Context: an optimization exercise on an open-source flow, tuned for small area and a short achievable clock period. The choices shown serve that exercise and are no tape-out recipe.
Function was checked by simulation only, so behaviour that the tests miss may differ from the original.
No activity file was given, so power comes from the tool's default toggle rates.

==> build 62 <==
==> flow/design.v <==
module EX (
    input clk,
    input rst_n,
    input en,
    input stage_ID_EX__EX_regwrite,
    input stage_ID_EX__EX_memtoreg,
    input stage_ID_EX__EX_memread,
    input stage_ID_EX__EX_memwrite,
    input stage_ID_EX__EX_alusrc,
    input [1:0] stage_ID_EX__EX_aluop,
    input stage_ID_EX__EX_regdst,
    input stage_ID_EX__EX_sys_en,
    input [31:0]stage_ID_EX__EX_rs_data,
    input [31:0]stage_ID_EX__EX_rt_data,
    input [4:0]stage_ID_EX__EX_rs_id,
    input [4:0]stage_ID_EX__EX_rt_id,
    input [4:0]stage_ID_EX__EX_rd_id,
    input [31:0]stage_ID_EX__EX_sign_ext,
    input [2:0]stage_ID_EX__EX_funct3,
    input sys__EX_done,
    output reg stage_EX_MEM__MEM_regwrite,
    output reg stage_EX_MEM__MEM_memtoreg,
    output reg stage_EX_MEM__MEM_memread,
    output reg stage_EX_MEM__MEM_memwrite,
    output reg [31:0] stage_EX_MEM__MEM_alures,
    output reg [31:0] stage_EX_MEM__MEM_store_data,
    output reg [4:0]  stage_EX_MEM__MEM_rd_id,
    output EX__HDUbr_regwrite,
    output EX__HDU_memread,
    output [4:0] EX__HDU_HDUbr_rd_id,
    output EX_stall_for_sys,
    input  FU__EX_rs_wb,
    input  FU__EX_rs_mem,
    input  FU__EX_rt_wb,
    input  FU__EX_rt_mem,
    input [31:0]  WB__EX_for_help,
    input [31:0]  MEM__EX_for_help
);
wire rs_m = FU__EX_rs_mem;
wire rs_w = ~FU__EX_rs_mem & FU__EX_rs_wb;
wire rs_d = ~FU__EX_rs_mem & ~FU__EX_rs_wb;
wire rt_m = FU__EX_rt_mem;
wire rt_w = ~FU__EX_rt_mem & FU__EX_rt_wb;
wire rt_d = ~FU__EX_rt_mem & ~FU__EX_rt_wb;
wire [31:0] rs = (MEM__EX_for_help & {32{rs_m}}) | (WB__EX_for_help & {32{rs_w}}) |
                 (stage_ID_EX__EX_rs_data & {32{rs_d}});
wire [31:0] rt = (MEM__EX_for_help & {32{rt_m}}) | (WB__EX_for_help & {32{rt_w}}) |
                 (stage_ID_EX__EX_rt_data & {32{rt_d}});
wire [31:0] b  = stage_ID_EX__EX_alusrc ? stage_ID_EX__EX_sign_ext : rt;
wire [4:0] op = {stage_ID_EX__EX_aluop, stage_ID_EX__EX_funct3};
wire op_add = (op == 5'b00000) | (op == 5'b01000);
wire op_sub = (op == 5'b10000);
wire op_sll = (op == 5'b01001);
wire op_srl = (op == 5'b01101);
wire op_sra = (op == 5'b10101);
wire op_xor = (op == 5'b01100);
wire op_or  = (op == 5'b01110);
wire op_and = (op == 5'b01111);
wire ld   = rst_n & en;           
wire s_p  = ld & (op_add | op_sub | op_xor | op_or);
wire s_g  = ld & (op_or | op_and);
wire s_c  = ld & (op_add | op_sub);
wire s_sr = ld & (op_srl | op_sra);
wire s_sl = ld & op_sll;
wire s_h  = rst_n & ~en;          
wire        sub = stage_ID_EX__EX_aluop[1];
wire [31:0] bx  = b ^ {32{sub}};
wire [31:0] p   = rs ^ bx;
wire [31:0] g   = rs & bx;
wire [31:0] Gs [0:5];
wire [31:0] Ps [0:5];
assign Gs[0] = {g[31:1], g[0] | (p[0] & sub)};
assign Ps[0] = p;
genvar i, k;
generate
  for (k = 0; k < 5; k = k + 1) begin : lv
    for (i = 0; i < 32; i = i + 1) begin : bt
      if ((i >> k) % 2 == 1) begin : nd
        localparam integer J = ((i >> k) << k) - 1;
        assign Gs[k+1][i] = Gs[k][i] | (Ps[k][i] & Gs[k][J]);
        assign Ps[k+1][i] = Ps[k][i] & Ps[k][J];
      end else begin : pass
        assign Gs[k+1][i] = Gs[k][i];
        assign Ps[k+1][i] = Ps[k][i];
      end
    end
  end
endgenerate
wire [31:0] c = {Gs[5][30:0], sub};
wire [31:0] al = (p & {32{s_p}}) ^ ((g & {32{s_g}}) | (c & {32{s_c}}));
wire [31:0] rs_rev;
generate
  for (i = 0; i < 32; i = i + 1) begin : rv
    assign rs_rev[i] = rs[31-i];
  end
endgenerate
wire [31:0] x    = op_sll ? rs_rev : rs;
wire        fill = op_sra & rs[31];
wire [4:0]  sh   = b[4:0];
wire [31:0] x1 = sh[0] ? {fill, x[31:1]}            : x;
wire [31:0] x2 = sh[1] ? {{2{fill}}, x1[31:2]}      : x1;
wire [31:0] x3 = sh[2] ? {{4{fill}}, x2[31:4]}      : x2;
wire [31:0] x4 = sh[3] ? {{8{fill}}, x3[31:8]}      : x3;
wire [31:0] y  = sh[4] ? {{16{fill}}, x4[31:16]}    : x4;
wire [31:0] y_rev;
generate
  for (i = 0; i < 32; i = i + 1) begin : yr
    assign y_rev[i] = y[31-i];
  end
endgenerate
wire [31:0] alu_d = al | (y & {32{s_sr}}) | (y_rev & {32{s_sl}}) |
                    (stage_EX_MEM__MEM_alures & {32{s_h}});
reg curr_state;
assign EX_stall_for_sys = curr_state ? ~sys__EX_done : stage_ID_EX__EX_sys_en;
always @(posedge clk) begin
    curr_state <= rst_n & EX_stall_for_sys;
end
wire [4:0] rd_sel = stage_ID_EX__EX_regdst ? stage_ID_EX__EX_rd_id : stage_ID_EX__EX_rt_id;
always @(posedge clk) begin
    stage_EX_MEM__MEM_alures <= alu_d;
end
always @(posedge clk) begin
    if (!rst_n) begin
        stage_EX_MEM__MEM_regwrite <= 0;
        stage_EX_MEM__MEM_memtoreg <= 0;
        stage_EX_MEM__MEM_memread <= 0;
        stage_EX_MEM__MEM_memwrite <= 0;
        stage_EX_MEM__MEM_store_data <= 0;
        stage_EX_MEM__MEM_rd_id <= 0;
    end else if (en) begin
        stage_EX_MEM__MEM_regwrite <= ~EX_stall_for_sys & stage_ID_EX__EX_regwrite;
        stage_EX_MEM__MEM_memtoreg <= ~EX_stall_for_sys & stage_ID_EX__EX_memtoreg;
        stage_EX_MEM__MEM_memread  <= ~EX_stall_for_sys & stage_ID_EX__EX_memread;
        stage_EX_MEM__MEM_memwrite <= ~EX_stall_for_sys & stage_ID_EX__EX_memwrite;
        stage_EX_MEM__MEM_store_data <= rt;
        stage_EX_MEM__MEM_rd_id      <= rd_sel;
    end
end
assign EX__HDU_HDUbr_rd_id = rd_sel;
assign EX__HDU_memread = stage_ID_EX__EX_memread;
assign EX__HDUbr_regwrite = stage_ID_EX__EX_regwrite;
endmodule
==> flow/flow/run.sh <==
#!/bin/bash
# Standard layout with three changes: synthesis maps the logic with its own ABC
# script (flow/synth.tcl, flow/map.abc), ports are buffered with the smallest
# buffer, and CTS adds no dummy loads.
set -o pipefail
export EX_ABC_SCRIPT=$PWD/flow/map.abc
bash standard.sh \
  SYNTH_SCRIPT=$PWD/flow/synth.tcl \
  BUFFER_PORTS_ARGS="-buffer_cell sky130_fd_sc_hd__buf_1" \
  CTS_ARGS="-sink_clustering_enable -repair_clock_nets -dont_use_dummy_load" \
  finish > flow_standard.log 2>&1
==> flow/flow/map.abc <==
strash
dch
map -B 0.9
topo
stime -c
buffer -c
dnsize -c
==> flow/flow/synth.tcl <==
proc synth {args} { yosys synth -nofsm -noshare {*}$args }
proc abc {args} {
  set i [lsearch -exact $args -script]
  if {$i >= 0} { lset args [expr {$i + 1}] $::env(EX_ABC_SCRIPT) }
  yosys abc {*}$args
}
source $::env(SCRIPTS_DIR)/synth.tcl
# left out here: clear keep_hierarchy, flatten, clean up, hide names made inside functions, write 1_2_yosys.v
==> flow/standard.sh <==
#!/bin/bash
# synth_recipe.tcl (not shown) runs the flow's synth.tcl, then flattens the netlist and writes it again
# the make line also repeats each setting of config.mk as NAME=value (left out here)
make -C /OpenROAD-flow-scripts/flow DESIGN_CONFIG=/design/flow/config.mk WORK_HOME=/design/flow/orfs CLKGATE_MAP_FILE= SYNTH_SCRIPT=/design/flow/synth_recipe.tcl "${@:-finish}"
==> flow/config.mk <==
export PLATFORM = sky130hd
export DESIGN_NAME = EX
export DESIGN_NICKNAME = EX
export VERILOG_FILES = /design/flow/design.v
export SDC_FILE = /design/flow/constraint.sdc
export NUM_CORES = 4
export LEC_CHECK = 0
export ABC_AREA = 1
export CAP_MARGIN = 20
export CORE_MARGIN = 2
export CORE_UTILIZATION = 40
export SETUP_SLACK_MARGIN = 1.5
export SLEW_MARGIN = 20
==> flow/constraint.sdc <==
create_clock -name core_clock -period 5.2 [get_ports {clk}]
set_input_delay 1.0400 -clock core_clock [delete_from_list [all_inputs] [get_ports {clk}]]
set_output_delay 1.0400 -clock core_clock [all_outputs]
set_load 0.01 [all_outputs]
==> build 43 (differences from build 62) <==
--- a/flow/design.v
+++ b/flow/design.v
@@ -36,16 +36,10 @@
     input [31:0]  WB__EX_for_help,
     input [31:0]  MEM__EX_for_help
 );
-wire rs_m = FU__EX_rs_mem;
-wire rs_w = ~FU__EX_rs_mem & FU__EX_rs_wb;
-wire rs_d = ~FU__EX_rs_mem & ~FU__EX_rs_wb;
-wire rt_m = FU__EX_rt_mem;
-wire rt_w = ~FU__EX_rt_mem & FU__EX_rt_wb;
-wire rt_d = ~FU__EX_rt_mem & ~FU__EX_rt_wb;
-wire [31:0] rs = (MEM__EX_for_help & {32{rs_m}}) | (WB__EX_for_help & {32{rs_w}}) |
-                 (stage_ID_EX__EX_rs_data & {32{rs_d}});
-wire [31:0] rt = (MEM__EX_for_help & {32{rt_m}}) | (WB__EX_for_help & {32{rt_w}}) |
-                 (stage_ID_EX__EX_rt_data & {32{rt_d}});
+wire [31:0] rs = FU__EX_rs_mem ? MEM__EX_for_help :
+                 (FU__EX_rs_wb ? WB__EX_for_help : stage_ID_EX__EX_rs_data);
+wire [31:0] rt = FU__EX_rt_mem ? MEM__EX_for_help :
+                 (FU__EX_rt_wb ? WB__EX_for_help : stage_ID_EX__EX_rt_data);
 wire [31:0] b  = stage_ID_EX__EX_alusrc ? stage_ID_EX__EX_sign_ext : rt;
 wire [4:0] op = {stage_ID_EX__EX_aluop, stage_ID_EX__EX_funct3};
 wire op_add = (op == 5'b00000) | (op == 5'b01000);
@@ -67,26 +61,75 @@
 wire [31:0] bx  = b ^ {32{sub}};
 wire [31:0] p   = rs ^ bx;
 wire [31:0] g   = rs & bx;
-wire [31:0] Gs [0:5];
-wire [31:0] Ps [0:5];
-assign Gs[0] = {g[31:1], g[0] | (p[0] & sub)};
-assign Ps[0] = p;
-genvar i, k;
+wire [31:0] G0 = {g[31:1], g[0] | (p[0] & sub)};
+wire [31:0] P0 = p;
+wire [31:0] G1, P1, G2, P2, G3, P3, G4, P4, G5, P5;
+genvar i;
 generate
-  for (k = 0; k < 5; k = k + 1) begin : lv
-    for (i = 0; i < 32; i = i + 1) begin : bt
-      if ((i >> k) % 2 == 1) begin : nd
-        localparam integer J = ((i >> k) << k) - 1;
-        assign Gs[k+1][i] = Gs[k][i] | (Ps[k][i] & Gs[k][J]);
-        assign Ps[k+1][i] = Ps[k][i] & Ps[k][J];
-      end else begin : pass
-        assign Gs[k+1][i] = Gs[k][i];
-        assign Ps[k+1][i] = Ps[k][i];
-      end
+  for (i = 0; i < 32; i = i + 1) begin : up
+    if (i % 2 == 1) begin : l1
+      assign G1[i] = G0[i] | (P0[i] & G0[i-1]);
+      assign P1[i] = P0[i] & P0[i-1];
+    end else begin : l1n
+      assign G1[i] = G0[i];
+      assign P1[i] = P0[i];
+    end
+    if (i % 4 == 3) begin : l2
+      assign G2[i] = G1[i] | (P1[i] & G1[i-2]);
+      assign P2[i] = P1[i] & P1[i-2];
+    end else begin : l2n
+      assign G2[i] = G1[i];
+      assign P2[i] = P1[i];
+    end
+    if (i % 8 == 7) begin : l3
+      assign G3[i] = G2[i] | (P2[i] & G2[i-4]);
+      assign P3[i] = P2[i] & P2[i-4];
+    end else begin : l3n
+      assign G3[i] = G2[i];
+      assign P3[i] = P2[i];
+    end
+    if (i % 16 == 15) begin : l4
+      assign G4[i] = G3[i] | (P3[i] & G3[i-8]);
+      assign P4[i] = P3[i] & P3[i-8];
+    end else begin : l4n
+      assign G4[i] = G3[i];
+      assign P4[i] = P3[i];
+    end
+    if (i == 31) begin : l5
+      assign G5[i] = G4[i] | (P4[i] & G4[i-16]);
+      assign P5[i] = P4[i] & P4[i-16];
+    end else begin : l5n
+      assign G5[i] = G4[i];
+      assign P5[i] = P4[i];
     end
   end
 endgenerate
-wire [31:0] c = {Gs[5][30:0], sub};
+wire [31:0] D4, D3, D2, D1;
+generate
+  for (i = 0; i < 32; i = i + 1) begin : dn
+    if (i == 23) begin : d4
+      assign D4[i] = G5[i] | (P5[i] & G5[15]);
+    end else begin : d4n
+      assign D4[i] = G5[i];
+    end
+    if (i % 8 == 3 && i > 8) begin : d3
+      assign D3[i] = D4[i] | (P5[i] & D4[i-4]);
+    end else begin : d3n
+      assign D3[i] = D4[i];
+    end
+    if (i % 4 == 1 && i > 4) begin : d2
+      assign D2[i] = D3[i] | (P5[i] & D3[i-2]);
+    end else begin : d2n
+      assign D2[i] = D3[i];
+    end
+    if (i % 2 == 0 && i > 1) begin : d1
+      assign D1[i] = D2[i] | (P0[i] & D2[i-1]);
+    end else begin : d1n
+      assign D1[i] = D2[i];
+    end
+  end
+endgenerate
+wire [31:0] c = {D1[30:0], sub};
 wire [31:0] al = (p & {32{s_p}}) ^ ((g & {32{s_g}}) | (c & {32{s_c}}));
 wire [31:0] rs_rev;
 generate
==> flow/run.sh (new file) <==
#!/bin/bash
# synth_recipe.tcl (not shown) runs the flow's synth.tcl, then flattens the netlist and writes it again
# the make line also repeats each setting of config.mk as NAME=value (left out here)
make -C /OpenROAD-flow-scripts/flow DESIGN_CONFIG=/design/flow/config.mk WORK_HOME=/design/flow/orfs CLKGATE_MAP_FILE= SYNTH_SCRIPT=/design/flow/synth_recipe.tcl finish
ABC_AREA = unset   (was 1)
SETUP_SLACK_MARGIN = unset   (was 1.5)
removed: flow/flow/run.sh
removed: flow/flow/map.abc
removed: flow/flow/synth.tcl
removed: flow/standard.sh
==> build 41 (differences from build 62) <==
--- a/flow/design.v
+++ b/flow/design.v
@@ -67,26 +67,75 @@
 wire [31:0] bx  = b ^ {32{sub}};
 wire [31:0] p   = rs ^ bx;
 wire [31:0] g   = rs & bx;
-wire [31:0] Gs [0:5];
-wire [31:0] Ps [0:5];
-assign Gs[0] = {g[31:1], g[0] | (p[0] & sub)};
-assign Ps[0] = p;
-genvar i, k;
+wire [31:0] G0 = {g[31:1], g[0] | (p[0] & sub)};
+wire [31:0] P0 = p;
+wire [31:0] G1, P1, G2, P2, G3, P3, G4, P4, G5, P5;
+genvar i;
 generate
-  for (k = 0; k < 5; k = k + 1) begin : lv
-    for (i = 0; i < 32; i = i + 1) begin : bt
-      if ((i >> k) % 2 == 1) begin : nd
-        localparam integer J = ((i >> k) << k) - 1;
-        assign Gs[k+1][i] = Gs[k][i] | (Ps[k][i] & Gs[k][J]);
-        assign Ps[k+1][i] = Ps[k][i] & Ps[k][J];
-      end else begin : pass
-        assign Gs[k+1][i] = Gs[k][i];
-        assign Ps[k+1][i] = Ps[k][i];
-      end
+  for (i = 0; i < 32; i = i + 1) begin : up
+    if (i % 2 == 1) begin : l1
+      assign G1[i] = G0[i] | (P0[i] & G0[i-1]);
+      assign P1[i] = P0[i] & P0[i-1];
+    end else begin : l1n
+      assign G1[i] = G0[i];
+      assign P1[i] = P0[i];
+    end
+    if (i % 4 == 3) begin : l2
+      assign G2[i] = G1[i] | (P1[i] & G1[i-2]);
+      assign P2[i] = P1[i] & P1[i-2];
+    end else begin : l2n
+      assign G2[i] = G1[i];
+      assign P2[i] = P1[i];
+    end
+    if (i % 8 == 7) begin : l3
+      assign G3[i] = G2[i] | (P2[i] & G2[i-4]);
+      assign P3[i] = P2[i] & P2[i-4];
+    end else begin : l3n
+      assign G3[i] = G2[i];
+      assign P3[i] = P2[i];
+    end
+    if (i % 16 == 15) begin : l4
+      assign G4[i] = G3[i] | (P3[i] & G3[i-8]);
+      assign P4[i] = P3[i] & P3[i-8];
+    end else begin : l4n
+      assign G4[i] = G3[i];
+      assign P4[i] = P3[i];
+    end
+    if (i == 31) begin : l5
+      assign G5[i] = G4[i] | (P4[i] & G4[i-16]);
+      assign P5[i] = P4[i] & P4[i-16];
+    end else begin : l5n
+      assign G5[i] = G4[i];
+      assign P5[i] = P4[i];
     end
   end
 endgenerate
-wire [31:0] c = {Gs[5][30:0], sub};
+wire [31:0] D4, D3, D2, D1;
+generate
+  for (i = 0; i < 32; i = i + 1) begin : dn
+    if (i == 23) begin : d4
+      assign D4[i] = G5[i] | (P5[i] & G5[15]);
+    end else begin : d4n
+      assign D4[i] = G5[i];
+    end
+    if (i % 8 == 3 && i > 8) begin : d3
+      assign D3[i] = D4[i] | (P5[i] & D4[i-4]);
+    end else begin : d3n
+      assign D3[i] = D4[i];
+    end
+    if (i % 4 == 1 && i > 4) begin : d2
+      assign D2[i] = D3[i] | (P5[i] & D3[i-2]);
+    end else begin : d2n
+      assign D2[i] = D3[i];
+    end
+    if (i % 2 == 0 && i > 1) begin : d1
+      assign D1[i] = D2[i] | (P0[i] & D2[i-1]);
+    end else begin : d1n
+      assign D1[i] = D2[i];
+    end
+  end
+endgenerate
+wire [31:0] c = {D1[30:0], sub};
 wire [31:0] al = (p & {32{s_p}}) ^ ((g & {32{s_g}}) | (c & {32{s_c}}));
 wire [31:0] rs_rev;
 generate
==> flow/flow/run.sh (replaced) <==
#!/bin/bash
# Standard layout, but buffer the ports with the smallest buffer cell.
set -o pipefail
bash standard.sh BUFFER_PORTS_ARGS="-buffer_cell sky130_fd_sc_hd__buf_1" finish > flow_standard.log 2>&1
removed: flow/flow/map.abc
removed: flow/flow/synth.tcl
==> qor summary <==
|  | build 43 | build 41 | build 62 |
|---|---|---|---|
| Clk pwr | 732 µW | 695 µW | 547 µW |
| Global Route met1 Usage | 39.77% | 47.75% | 43.62% |
| Non-clock inverter total of the final layout | 53 | 119 | 91 |
| Hold Path End | stage_EX_MEM__MEM_memwrite$_SDFFE_PN0P_ | stage_EX_MEM__MEM_store_data[8]$_SDFFE_PN0P_ | stage_EX_MEM__MEM_store_data[18]$_SDFFE_PN0P_ |
| Endpoint required time on the critical path | 5440 ps | 5440 ps | 5410 ps |
| Worst clock skew | 1.523 ps | 0.4555 ps | 0.4638 ps |
| Top routing layer used | met4 | met5 | met5 |
| Rel. slew slack | 21.28% | 35.32% | 31.48% |
| Gpl congestion | 0.9638 | 0.9799 | 0.9884 |
| Levels on crit path | 17 | 26 | 20 |
| Power in sequential cells | 630 µW | 626 µW | 625 µW |
| Number of buffers and inverters on the critical path | 2 | 3 | 4 |
| Global-route met3 utilization | 5.296% | 5.457% | 7.844% |
| Tot Pwr | 2680 µW | 2457 µW | 2285 µW |
| Plain + repair buffers | 331 | 317 | 311 |
| Area taken by multi-input logic gates | 7044 µm² | 6395 µm² | 6771 µm² |
| Share of the synthesized area in the top cell type | 16.33% | 24.26% | 31.43% |
| Outcome | no timing/DRC/antenna violations | no timing/DRC/antenna violations | no timing/DRC/antenna violations |
| Maximum net fanout on the critical path | 18 | 6 | 8 |
| # placed instances | 1,748 | 1,957 | 2,152 |
| Reg-to-reg setup timing slack | 4210 ps | 4180 ps | 4170 ps |
| Number of clock buffer instances in the layout | 10 | 9 | 9 |
| Power density over cell area | 212.9 nW/µm² | 233.2 nW/µm² | 215.6 nW/µm² |
| Wirelength, routed | 38,290 µm | 38,970 µm | 41,240 µm |
| Area growth from synthesis to final layout | 38.71% | 24.04% | 21.57% |
| Via count of the first global-routing pass | 10.03k | 9,908 | 11.08k |
| Slowest stage cell on the critical path | sky130_fd_sc_hd__a211oi_1 | sky130_fd_sc_hd__ha_1 | sky130_fd_sc_hd__ha_1 |

-- static timing again, ports no longer ideal --
No port has a modelled driver above. Below, the same layouts with a new extraction and two added sets of constraints.
Step 1 (the two cells are an assumption about what drives the block):
set clk [get_ports {clk}]
set_driving_cell -lib_cell sky130_fd_sc_hd__clkbuf_16 $clk
set_driving_cell -lib_cell sky130_fd_sc_hd__buf_2 [delete_from_list [all_inputs] $clk]
Step 2 times the ports against the registers' clock, not the clock port: input delays grow and output delays shrink by t, the midpoint of the rising clock arrivals with the driver on.
Slacks: ideal / step 1 / step 2; pairs: ideal / step 1.
run | shift t [ns] | slack for setup (ns) | worst hold slack (ns) | clock arrival spread, ns | worst slew at a driven data input, ns
build 62 | 0.388 | 1.541 / 1.569 / 1.181 | 0.455 / 0.455 / 0.455 | 0.023 / 0.024 | 0.08
build 43 | 0.390 | 0.491 / 0.511 / 0.121 | 0.484 / 0.484 / 0.484 | 0.009 / 0.008 | 0.07
build 41 | 0.407 | 1.473 / 1.475 / 1.068 | 0.467 / 0.467 / 0.467 | 0.017 / 0.018 | 0.11
After both steps every run listed still meets setup and hold. The setup slack of build 41, which loses most, moves by +0.002 ns with the drivers and by -0.405 ns with both steps.
